This design comes from an exercise in tuning for a short achievable clock period and few clock cycles on the open sky130 flow, not from production work.
The clock port is modelled as an ideal driver; clocking choices that lean on that would not hold on a real chip.
No activity file was given, so power comes from the tool's default toggle rates.

Design MIPS_DLX, start of the top module:
module MIPS_DLX(
	input         clock,
	input         reset,
	input         enable,
	output [9:0]  imem_addr,
	input  [31:0] imem_data,
	output [9:0]  dmem_addr,
	output [31:0] dmem_wdata,
	output        dmem_we,
	input  [31:0] dmem_rdata
);
reg [9:0]  pc;
reg        e_we, e_load, e_store, e_br;
reg        e_mis_eq, e_mis_ne;            
reg        e_fold, e_fbeq, e_fpred;       
reg [9:0]  e_falt;                        
reg        e_fz;                          
reg        e_fa2, e_fb2;                  
reg [31:0] e_a2, e_b2;
reg [4:0]  e_fidx;
reg [1:0]  e_fctr;
reg        e_pred, e_bne;
reg [4:0]  e_dst;
reg [9:0]  e_pc1, e_tgt;                  
reg        e_fa, e_fb, e_fc;              
reg [31:0] e_a, e_b, e_c;                 
reg        e_sub, e_arith, e_and, e_or, e_xor, e_nor, e_slt, e_sltu;
reg        e_sll, e_sr, e_sra, e_big;
reg        e_ek_addi, e_ek_andi, e_ek_slt, e_ek_sltu, e_ek_ld, e_ezk;
reg        e_ek_sl;                       
reg [31:0] e_negimm;
reg [4:0]  x_lo, x_hi0, x_hi1;
reg        x_c;
reg [31:0] x_wdata;
reg        x_sfwd;                        
reg [31:0] m_res;
reg        m_we;
reg [4:0]  m_dst;
reg [31:1] f_one, f_b0;                   
reg [31:0] rf [1:31];
wire [31:0] R = dmem_rdata;
assign dmem_addr  = {x_c ? x_hi1 : x_hi0, x_lo};
assign dmem_wdata = x_sfwd ? m_res : x_wdata;
assign dmem_we    = e_store & enable;
wire [31:0] a = e_fa ? m_res : e_a;
wire [31:0] b = e_fb ? m_res : e_b;
wire [31:0] c = e_fc ? m_res : e_c;
wire [31:0] cx   = c ^ {32{e_sub}};
wire [32:0] sum  = {1'b0, a} + {1'b0, cx} + {32'd0, e_sub};
wire        lt   = (a[31] ^ c[31]) ? a[31] : sum[31];
wire        ltu  = ~sum[32];
wire [4:0]  sh   = c[4:0];
wire        big  = e_big & (|c[31:5]);
wire [31:0] shl  = a << sh;
wire [32:0] shr  = $signed({e_sra & a[31], a}) >>> sh;
wire [31:0] res_shl = big ? 32'd0 : shl;
wire [31:0] res_shr = big ? {32{e_sra & a[31]}} : shr[31:0];
wire [9:0]  sum10 = a[9:0] + cx[9:0] + {9'd0, e_sub};
wire [9:0]  res10 = ({10{e_arith}} & sum10)
                  | ({10{e_and}}   & (a[9:0] & c[9:0]))
                  | ({10{e_or}}    & (a[9:0] | c[9:0]))
  ...
Size in the first run: roughly 2600 flip-flops.
==> flow/config.mk <==
export PLATFORM = sky130hd
export DESIGN_NAME = MIPS_DLX
export DESIGN_NICKNAME = MIPS_DLX
export VERILOG_FILES = /design/flow/design.v
export SDC_FILE = /design/flow/constraint.sdc
export NUM_CORES = 8
export LEC_CHECK = 0
export CAP_MARGIN = 20
export CORE_MARGIN = 2
export CORE_UTILIZATION = 40
export SLEW_MARGIN = 20
==> flow/constraint.sdc <==
create_clock -name core_clock -period 10.0 [get_ports {clock}]
set_input_delay 2.0000 -clock core_clock [delete_from_list [all_inputs] [get_ports {clock}]]
set_output_delay 2.0000 -clock core_clock [all_outputs]
set_load 0.01 [all_outputs]
standard.sh (not shown) runs the stock make flow with config.mk's settings and CLKGATE_MAP_FILE= SYNTH_SCRIPT=/design/flow/synth_recipe.tcl, a recipe that flattens the netlist after the stock synthesis.
==> flow/flow/run.sh <==
#!/bin/bash
# Layout: the standard ORFS flow (standard.sh, which runs the standard
# synthesis unchanged), with these settings changed:
#   - DONT_USE_CELLS: the platform's list plus the delay cells (clkdlybuf*,
#     dlygate*, dlymetal*), so that repair never puts them on data paths;
#   - SETUP_SLACK_MARGIN 5.6: repair_timing keeps working until paths are
#     about 4.4 ns long (the clock stays at the design's 10 ns);
#   - SLEW_MARGIN / CAP_MARGIN 50: repair_design aims further below the
#     library's slew and capacitance limits;
#   - POST_CTS_TCL: post_cts.tcl, one more repair pass at the end of CTS
#     that resizes, swaps pins and clones but adds no buffers.
# ORFS's own logs are under orfs/logs; make's output goes to standard.log.
set -euo pipefail
here="$PWD/flow"
DONT_USE="$(tr '\n' ' ' < "$here/dont_use.txt")"
bash standard.sh "DONT_USE_CELLS=$DONT_USE" SETUP_SLACK_MARGIN=5.6 \
	SLEW_MARGIN=50 CAP_MARGIN=50 POST_CTS_TCL="$here/post_cts.tcl" \
	finish > standard.log 2>&1
Other scripts of this flow, unchanged in this note and not shown: flow/flow/dont_use.txt, flow/flow/post_cts.tcl
The starting point completed with no timing, DRC or antenna violations.
==> next run, changes <==
--- a/flow/design.v
+++ b/flow/design.v
@@ -15,13 +15,13 @@
 reg        e_mis_eq, e_mis_ne;            
 reg        e_fold, e_fbeq, e_fpred;       
 reg [9:0]  e_falt;                        
 reg        e_fz;                          
 reg        e_fa2, e_fb2;                  
 reg [31:0] e_a2, e_b2;
-reg [4:0]  e_fidx;
+reg [3:0]  e_fidx;
 reg [1:0]  e_fctr;
 reg        e_pred, e_bne;
 reg [4:0]  e_dst;
 reg [9:0]  e_pc1, e_tgt;                  
 reg        e_fa, e_fb, e_fc;              
 reg [31:0] e_a, e_b, e_c;                 
@@ -164,18 +164,19 @@
 wire       early_ok = is_br & ~same & e_ezk &
                       (((rt == 5'd0) & fwd_a) | ((rs == 5'd0) & fwd_b));
 wire       pred     = early_ok ? (is_beq ? ezero : ~ezero) : dpred;
 wire [9:0] pc1 = pc + 10'd1;
 wire [9:0] pc2 = pc + 10'd2;
 wire [9:0] tgt = pc + ins[9:0];
-reg [31:0]  fb_v, fb_j, fb_beq, fb_zt;
-reg [159:0] fb_tag, fb_r, fb_rs, fb_rt;
-reg [319:0] fb_tgt;
-reg [63:0]  fb_ctr;
-wire [4:0] fb_i    = pc[4:0];
-wire       fb_hit  = fb_v[fb_i] & (fb_tag[fb_i*5 +: 5] == pc[9:5]);
+reg [15:0]  fb_v, fb_j, fb_beq, fb_zt;
+reg [95:0]  fb_tag;
+reg [79:0]  fb_r, fb_rs, fb_rt;
+reg [159:0] fb_tgt;
+reg [31:0]  fb_ctr;
+wire [3:0] fb_i    = pc[3:0];
+wire       fb_hit  = fb_v[fb_i] & (fb_tag[fb_i*6 +: 6] == pc[9:4]);
 wire       fb_isj  = fb_j[fb_i];
 wire       fb_eq   = fb_beq[fb_i];
 wire [4:0] fb_reg  = fb_r[fb_i*5 +: 5];
 wire [4:0] fb_rsi  = fb_rs[fb_i*5 +: 5];
 wire [4:0] fb_rti  = fb_rt[fb_i*5 +: 5];
 wire       fb_z    = fb_zt[fb_i];
@@ -193,14 +194,23 @@
 wire        g_fb   = e_we & (e_dst == fb_rti);
 wire       x_dec1  = is_addi & (ins[15:0] == 16'hFFFF);
 wire       x_bit0  = is_andi & (ins[15:0] == 16'h0001);
 wire       m_wrs   = m_we & (m_dst == rs);
 wire       rs_one  = (rs != 5'd0) & (m_wrs ? (m_res == 32'd1) : f_one[rs]);
 wire       rs_b0   = (rs != 5'd0) & (m_wrs ? m_res[0] : f_b0[rs]);
-wire       x_known = (x_dec1 | x_bit0) & ~fwd_a;
-wire       x_zero  = x_dec1 ? rs_one : ~rs_b0;
+wire       x_slt   = f_slt | f_sltu;
+wire       m_wrt   = m_we & (m_dst == rt);
+wire       s_rm    = fwd_a & e_load & ~fwd_b & m_wrt;    
+wire       s_mr    = fwd_b & e_load & ~fwd_a & m_wrs;    
+wire       u_rm    = R < m_res;
+wire       u_mr    = m_res < R;
+wire       i_rm    = $signed(R) < $signed(m_res);
+wire       i_mr    = $signed(m_res) < $signed(R);
+wire       s_lt    = f_sltu ? (s_rm ? u_rm : u_mr) : (s_rm ? i_rm : i_mr);
+wire       x_known = ((x_dec1 | x_bit0) & ~fwd_a) | (x_slt & (s_rm | s_mr));
+wire       x_zero  = x_slt ? ~s_lt : x_dec1 ? rs_one : ~rs_b0;
 wire       fb_pred = (fold_z & x_known) ? (fb_eq ? x_zero : ~x_zero) : fb_c[1];
 wire       fpred   = fold_j | (fold_b & fb_pred);
 wire [9:0] f_next = stall ? pc :
                     (fold_j | fold_b) ? (fpred ? fb_dst : pc2) :
                     (is_br & pred) ? tgt : (is_j ? ins[9:0] : pc1);
 assign imem_addr = pc;
@@ -316,19 +326,19 @@
 		a_rs  <= rs;
 		a_rt  <= rt;
 		a_tgt <= is_j ? ins[9:0] : tgt;
 	end
 end
 wire [9:0] pm1     = a_pc - 10'd1;
-wire [4:0] al_i    = pm1[4:0];
-wire       al_have = fb_v[al_i] & (fb_tag[al_i*5 +: 5] == pm1[9:5]);
+wire [3:0] al_i    = pm1[3:0];
+wire       al_have = fb_v[al_i] & (fb_tag[al_i*6 +: 6] == pm1[9:4]);
 wire       al      = a_v & ~al_have;
 wire [1:0] fctr_t  = (e_fctr == 2'b11) ? 2'b11 : e_fctr + 2'b01;
 wire [1:0] fctr_n  = (e_fctr == 2'b00) ? 2'b00 : e_fctr - 2'b01;
 reg        fu_v;
-reg [4:0]  fu_i;
+reg [3:0]  fu_i;
 reg [1:0]  fu_ctr;
 always @(posedge clock) begin
 	if (reset)
 		fu_v <= 1'b0;
 	else if (enable)
 		fu_v <= e_fold;
@@ -338,20 +348,20 @@
 		fu_i   <= e_fidx;
 		fu_ctr <= ftaken ? fctr_t : fctr_n;
 	end
 end
 always @(posedge clock) begin
 	if (reset) begin
-		fb_v <= 32'd0;
+		fb_v <= 16'd0;
 	end else if (enable && al) begin
 		fb_v[al_i] <= 1'b1;
 	end
 end
 always @(posedge clock) begin
 	if (enable && al) begin
-		fb_tag[al_i*5 +: 5]   <= pm1[9:5];
+		fb_tag[al_i*6 +: 6]   <= pm1[9:4];
 		fb_j[al_i]            <= a_j;
 		fb_beq[al_i]          <= a_beq;
 		fb_r[al_i*5 +: 5]     <= a_r;
 		fb_zt[al_i]           <= a_zt;
 		fb_rs[al_i*5 +: 5]    <= a_rs;
 		fb_rt[al_i*5 +: 5]    <= a_rt;
After rerunning:
- The changed run completed without violations
- wire length drops by about a fifth
- area after synthesis drops by about a fifth
- sequential power drops by about a fifth
- first-iteration DRC count drops by a quarter to a third
- cell count drops by a quarter to a third
- fmax barely changes
- non-clock buffer count drops by 413
- synthesized cell count drops by a quarter to a third
Function was not checked in any run of this note: the RTL went through the layout flow alone.

========
garnet:
The RTL this note starts from:
==> flow/design.v <==
`timescale 1ns / 1ps
module MIPS_DLX(
	input         clock,
	input         reset,
	input         enable,
	output [9:0]  imem_addr,
	input  [31:0] imem_data,
	output [9:0]  dmem_addr,
	output [31:0] dmem_wdata,
	output        dmem_we,
	input  [31:0] dmem_rdata
);
reg [9:0]  pc;
reg        e_we, e_load, e_store, e_br, e_bne, e_pred;
reg [4:0]  e_dst;
reg [9:0]  e_pc1, e_tgt;
reg [9:0]  e_pc;
reg        e_hit, e_spred;
reg [1:0]  e_ctr;
reg        e_fa_ld, e_fa_res, e_fb_ld, e_fb_res, e_fc_ld, e_fc_res;
reg [31:0] e_a, e_b, e_c;         
reg [9:0]  e_imm;
reg        e_sub, e_arith, e_and, e_or, e_xor, e_nor, e_slt, e_sltu;
reg        e_sll, e_sr, e_sra, e_big;
reg        e_ek_addi, e_ek_andi, e_ek_slt, e_ek_sltu, e_ezk;
reg [31:0] e_negimm;
reg        m_we, m_load, m_store;
reg [4:0]  m_dst;
reg [31:0] m_res;
reg [9:0]  m_addr;
reg [31:0] m_wdata;
reg [31:0] rf [1:31];
wire [31:0] m_data = m_load ? dmem_rdata : m_res;
assign dmem_addr  = m_addr;
assign dmem_wdata = m_wdata;
assign dmem_we    = m_store & enable;
wire [31:0] a_r = e_fa_res ? m_res : e_a;
wire [31:0] b_r = e_fb_res ? m_res : e_b;
wire [31:0] c_r = e_fc_res ? m_res : e_c;
wire [31:0] a = e_fa_ld ? dmem_rdata : a_r;
wire [31:0] b = e_fb_ld ? dmem_rdata : b_r;
wire [31:0] c = e_fc_ld ? dmem_rdata : c_r;
function [32:0] ks_add;
	input [31:0] x, y;
	input        cin;
	reg [31:0] p, g, gg, pp, gn, pn;
	integer i, d;
	begin
		p = x ^ y;
		g = x & y;
		gg = g; gg[0] = g[0] | (p[0] & cin);
		pp = p;
		for (d = 1; d < 32; d = d * 2) begin
			gn = gg; pn = pp;
			for (i = d; i < 32; i = i + 1) begin
				gn[i] = gg[i] | (pp[i] & gg[i-d]);
				pn[i] = pp[i] & pp[i-d];
			end
			gg = gn; pp = pn;
		end
		ks_add = {gg[31], p ^ {gg[30:0], cin}};
	end
endfunction
wire [32:0] sum  = ks_add(a, c ^ {32{e_sub}}, e_sub);
wire        lt   = (a[31] ^ c[31]) ? a[31] : sum[31];
wire        ltu  = ~sum[32];
wire [4:0]  sh   = c[4:0];
wire        big  = e_big & (|c[31:5]);
wire [31:0] shl  = a << sh;
wire [32:0] shr  = $signed({e_sra & a[31], a}) >>> sh;
wire [31:0] res_shl = big ? 32'd0 : shl;
wire [31:0] res_shr = big ? {32{e_sra & a[31]}} : shr[31:0];
wire [31:0] res = ({32{e_arith}} & sum[31:0])
                | ({32{e_and}}   & (a & c))
                | ({32{e_or}}    & (a | c))
                | ({32{e_xor}}   & (a ^ c))
                | ({32{e_nor}}   & ~(a | c))
                | {31'd0, (e_slt & lt) | (e_sltu & ltu)}
                | ({32{e_sll}}   & res_shl)
                | ({32{e_sr}}    & res_shr);
wire        taken      = (a == b) ^ e_bne;
wire        mispredict = e_br & (taken ^ e_pred);
wire [9:0]  addr       = a[9:0] + e_imm;
wire        ezero      = (e_ek_addi & (a == e_negimm)) | (e_ek_andi & ~|(a & c)) |
                         (e_ek_slt & ~lt) | (e_ek_sltu & ~ltu);
wire [31:0] ins   = imem_data;
wire [5:0]  op    = ins[31:26];
wire [4:0]  rs    = ins[25:21];
wire [4:0]  rt    = ins[20:16];
wire [4:0]  rd    = ins[15:11];
wire [5:0]  funct = ins[5:0];
wire is_r    = op == 6'b000000;
wire is_j    = op == 6'b000010;
wire is_beq  = op == 6'b000100;
wire is_bne  = op == 6'b000101;
wire is_addi = op == 6'b001000;
wire is_slti = op == 6'b001010;
wire is_andi = op == 6'b001100;
wire is_ori  = op == 6'b001101;
wire is_xori = op == 6'b001110;
wire is_lw   = op == 6'b100011;
wire is_sw   = op == 6'b101011;
wire is_imm  = is_addi | is_slti | is_andi | is_ori | is_xori;
wire is_br   = is_beq | is_bne;
wire [4:0] dst = is_r ? rd : rt;
wire       we  = (is_r | is_imm | is_lw) & (dst != 5'd0);
wire f_add  = is_r & (funct == 6'h20 || funct == 6'h21);
wire f_sub  = is_r & (funct == 6'h22 || funct == 6'h23);
wire f_or   = is_r & (funct == 6'h25);
wire f_xor  = is_r & (funct == 6'h26);
wire f_nor  = is_r & (funct == 6'h27);
wire f_slt  = is_r & (funct == 6'h2a);
wire f_sltu = is_r & (funct == 6'h2b);
wire f_sll  = is_r & (funct == 6'h00);
wire f_srl  = is_r & (funct == 6'h02);
wire f_sra  = is_r & (funct == 6'h03);
wire f_sllv = is_r & (funct == 6'h04);
wire f_srlv = is_r & (funct == 6'h06);
wire f_srav = is_r & (funct == 6'h07);
wire f_and  = is_r & ~(f_add | f_sub | f_or | f_xor | f_nor | f_slt | f_sltu |
                       f_sll | f_srl | f_sra | f_sllv | f_srlv | f_srav);
wire [31:0] imm = {{16{ins[15]}}, ins[15:0]};
wire [31:0] rf_a = (rs == 5'd0) ? 32'd0 : rf[rs];
wire [31:0] rf_b = (rt == 5'd0) ? 32'd0 : rf[rt];
wire        byp_a = m_we & (m_dst == rs);
wire        byp_b = m_we & (m_dst == rt);
wire [31:0] val_a = byp_a ? m_data : rf_a;
wire [31:0] val_b = byp_b ? m_data : rf_b;
wire fwd_a = e_we & (e_dst == rs);
wire fwd_b = e_we & (e_dst == rt);
wire same = rs == rt;
wire spred = is_beq ? (same | ins[15]) : ~same;
reg [31:0]  bp_v;
reg [159:0] bp_tag;
reg [63:0]  bp_ctr;
wire [4:0] bp_i   = pc[4:0];
wire       bp_hit = bp_v[bp_i] & (bp_tag[bp_i*5 +: 5] == pc[9:5]);
wire [1:0] bp_c   = bp_ctr[bp_i*2 +: 2];
wire dpred = bp_hit ? bp_c[1] : spred;
wire [4:0] zr       = (rt == 5'd0) ? rs : rt;
wire       early_ok = is_br & ~same & ((rt == 5'd0) | (rs == 5'd0)) &
                      e_we & e_ezk & (e_dst == zr);
wire       pred     = early_ok ? (is_beq ? ezero : ~ezero) : dpred;
wire [9:0] pc1 = pc + 10'd1;
wire [9:0] tgt = pc + ins[9:0];
wire [9:0] f_next = (is_br & pred) ? tgt : (is_j ? ins[9:0] : pc1);
assign imem_addr = pc;
always @(posedge clock) begin
	if (reset)
		pc <= 10'd0;
	else if (enable)
		pc <= mispredict ? (e_pred ? e_pc1 : e_tgt) : f_next;
end
wire kill = mispredict;
always @(posedge clock) begin
	if (reset) begin
		e_we <= 1'b0; e_load <= 1'b0; e_store <= 1'b0; e_br <= 1'b0;
	end else if (enable) begin
		e_we    <= we & ~kill;
		e_load  <= is_lw & ~kill;
		e_store <= is_sw & ~kill;
		e_br    <= is_br & ~kill;
	end
end
always @(posedge clock) begin
	if (enable) begin
		e_dst    <= dst;
		e_bne    <= is_bne;
		e_pred   <= pred;
		e_pc     <= pc;
		e_hit    <= bp_hit;
		e_spred  <= spred;
		e_ctr    <= bp_c;
		e_pc1    <= pc1;
		e_tgt    <= tgt;
		e_fa_ld  <= fwd_a & e_load;
		e_fa_res <= fwd_a & ~e_load;
		e_fb_ld  <= fwd_b & e_load;
		e_fb_res <= fwd_b & ~e_load;
		e_fc_ld  <= fwd_b & e_load & ~is_imm;
		e_fc_res <= fwd_b & ~e_load & ~is_imm;
		e_a      <= val_a;
		e_b      <= val_b;
		e_c      <= is_imm ? imm : val_b;
		e_imm    <= ins[9:0];
		e_sub    <= f_sub | f_slt | f_sltu | is_slti;
		e_arith  <= f_add | f_sub | is_addi;
		e_and    <= f_and | is_andi;
		e_or     <= f_or | is_ori;
		e_xor    <= f_xor | is_xori;
		e_nor    <= f_nor;
		e_slt    <= f_slt | is_slti;
		e_sltu   <= f_sltu;
		e_sll    <= f_sll | f_sllv;
		e_sr     <= f_srl | f_sra | f_srlv | f_srav;
		e_sra    <= f_sra | f_srav;
		e_big    <= f_sll | f_srl | f_sra;
		e_ek_addi <= is_addi;
		e_ek_andi <= is_andi;
		e_ek_slt  <= f_slt | is_slti;
		e_ek_sltu <= f_sltu;
		e_ezk     <= is_addi | is_andi | f_slt | is_slti | f_sltu;
		e_negimm  <= 32'd0 - imm;
	end
end
always @(posedge clock) begin
	if (reset) begin
		m_we <= 1'b0; m_load <= 1'b0; m_store <= 1'b0;
	end else if (enable) begin
		m_we    <= e_we;
		m_load  <= e_load;
		m_store <= e_store;
	end
end
always @(posedge clock) begin
	if (enable) begin
		m_dst   <= e_dst;
		m_res   <= res;
		m_addr  <= addr;
		m_wdata <= b;
	end
end
wire [1:0] ctr0  = e_hit ? e_ctr : (e_spred ? 2'b10 : 2'b01);
wire [1:0] ctr1  = taken ? ((ctr0 == 2'b11) ? 2'b11 : ctr0 + 2'b01)
                         : ((ctr0 == 2'b00) ? 2'b00 : ctr0 - 2'b01);
always @(posedge clock) begin
	if (reset) begin
		bp_v <= 32'd0;
	end else if (enable && e_br) begin
		bp_v[e_pc[4:0]] <= 1'b1;
	end
end
always @(posedge clock) begin
	if (enable && e_br) begin
		bp_tag[e_pc[4:0]*5 +: 5] <= e_pc[9:5];
		bp_ctr[e_pc[4:0]*2 +: 2] <= ctr1;
	end
end
always @(posedge clock) begin
	if (enable && m_we)
		rf[m_dst] <= m_data;
end
endmodule
Settings: LEC_CHECK=0, CAP_MARGIN=20, CORE_MARGIN=2, CORE_UTILIZATION=40, SLEW_MARGIN=20; clock period 10.0 ns.
==> flow/flow/run.sh <==
#!/bin/bash
# Standard ORFS layout with two changes: Yosys maps adders as plain logic
# (no full/half-adder cells), and repair_timing aims for more setup slack.
set -euo pipefail
bash standard.sh ADDER_MAP_FILE= SETUP_SLACK_MARGIN=6 finish > standard.log 2>&1
garnet completed every stage of the flow, and the final layout passed the timing, design-rule and antenna checks.
Here is what was changed in the inputs of fjord compared with garnet.
--- a/flow/design.v
+++ b/flow/design.v
@@ -22,7 +22,7 @@
 reg [9:0]  e_imm;
 reg        e_sub, e_arith, e_and, e_or, e_xor, e_nor, e_slt, e_sltu;
 reg        e_sll, e_sr, e_sra, e_big;
-reg        e_ek_addi, e_ek_andi, e_ek_slt, e_ek_sltu, e_ezk;
+reg        e_ek_addi, e_ek_andi, e_ezk;
 reg [31:0] e_negimm;
 reg        m_we, m_load, m_store;
 reg [4:0]  m_dst;
@@ -81,8 +81,7 @@
 wire        taken      = (a == b) ^ e_bne;
 wire        mispredict = e_br & (taken ^ e_pred);
 wire [9:0]  addr       = a[9:0] + e_imm;
-wire        ezero      = (e_ek_addi & (a == e_negimm)) | (e_ek_andi & ~|(a & c)) |
-                         (e_ek_slt & ~lt) | (e_ek_sltu & ~ltu);
+wire        ezero      = (e_ek_addi & (a == e_negimm)) | (e_ek_andi & ~|(a & c));
 wire [31:0] ins   = imem_data;
 wire [5:0]  op    = ins[31:26];
 wire [4:0]  rs    = ins[25:21];
@@ -197,9 +196,7 @@
 		e_big    <= f_sll | f_srl | f_sra;
 		e_ek_addi <= is_addi;
 		e_ek_andi <= is_andi;
-		e_ek_slt  <= f_slt | is_slti;
-		e_ek_sltu <= f_sltu;
-		e_ezk     <= is_addi | is_andi | f_slt | is_slti | f_sltu;
+		e_ezk     <= is_addi | is_andi;
 		e_negimm  <= 32'd0 - imm;
 	end
 end
--- outcome ---
- Compared with garnet, fjord is hungrier on power.
- [fjord] count of clock-buffer cells in the layout fell 15 relative to garnet
- fjord vs. garnet: number of global-route vias before repair has increased; flip-flop and latch count has remained practically unchanged; final area has increased; setup fix buffers added after clock tree synthesis has increased; time the worst path needs with I/O delays and setup has remained practically unchanged.
- Comparing fjord and garnet, pin count of the biggest net entering global routing is lower on garnet.
- | mapped cell area | fjord vs garnet | ≈ equal |
- Diff garnet..fjord | cell count | negligible
No functional check of the RTL was part of any run of this note.

-- port drivers added, routing unchanged --
Ports are ideal in the flow. The routed layouts listed here were re-timed in OpenROAD.
Step 1 sets driving cells, clkbuf_16 on the clock port and buf_2 on the other inputs (assumed; they add their load-dependent delay and slew).
Step 2 moves the port delays by t, midway between the first and last clock arrival at a register: inputs arrive t later, outputs are due t later. That takes back most of the time a late clock gives input paths.
a / b / c = no drivers / after step 1 / after step 2; a / b = the first two.
run | t (ns) | setup WS [ns] | hold slack, ns | pins driven straight from the clock port
the first run of note 1 | 1.043 | 5.122 / 5.038 / 3.995 | 0.460 / 0.460 / 0.460 | 1
the second run of note 1 | 1.006 | 5.137 / 4.962 / 3.957 | 0.490 / 0.490 / 0.490 | 1
garnet | 0.899 | 5.219 / 5.108 / 4.210 | 0.466 / 0.466 / 0.466 | 1
fjord | 0.907 | 5.217 / 5.165 / 4.258 | 0.466 / 0.466 / 0.466 | 1
After both steps setup and hold are still met in every run listed. The setup slack of the second run of note 1, which loses most, moves by -0.175 ns with the drivers and by -1.180 ns with both steps.
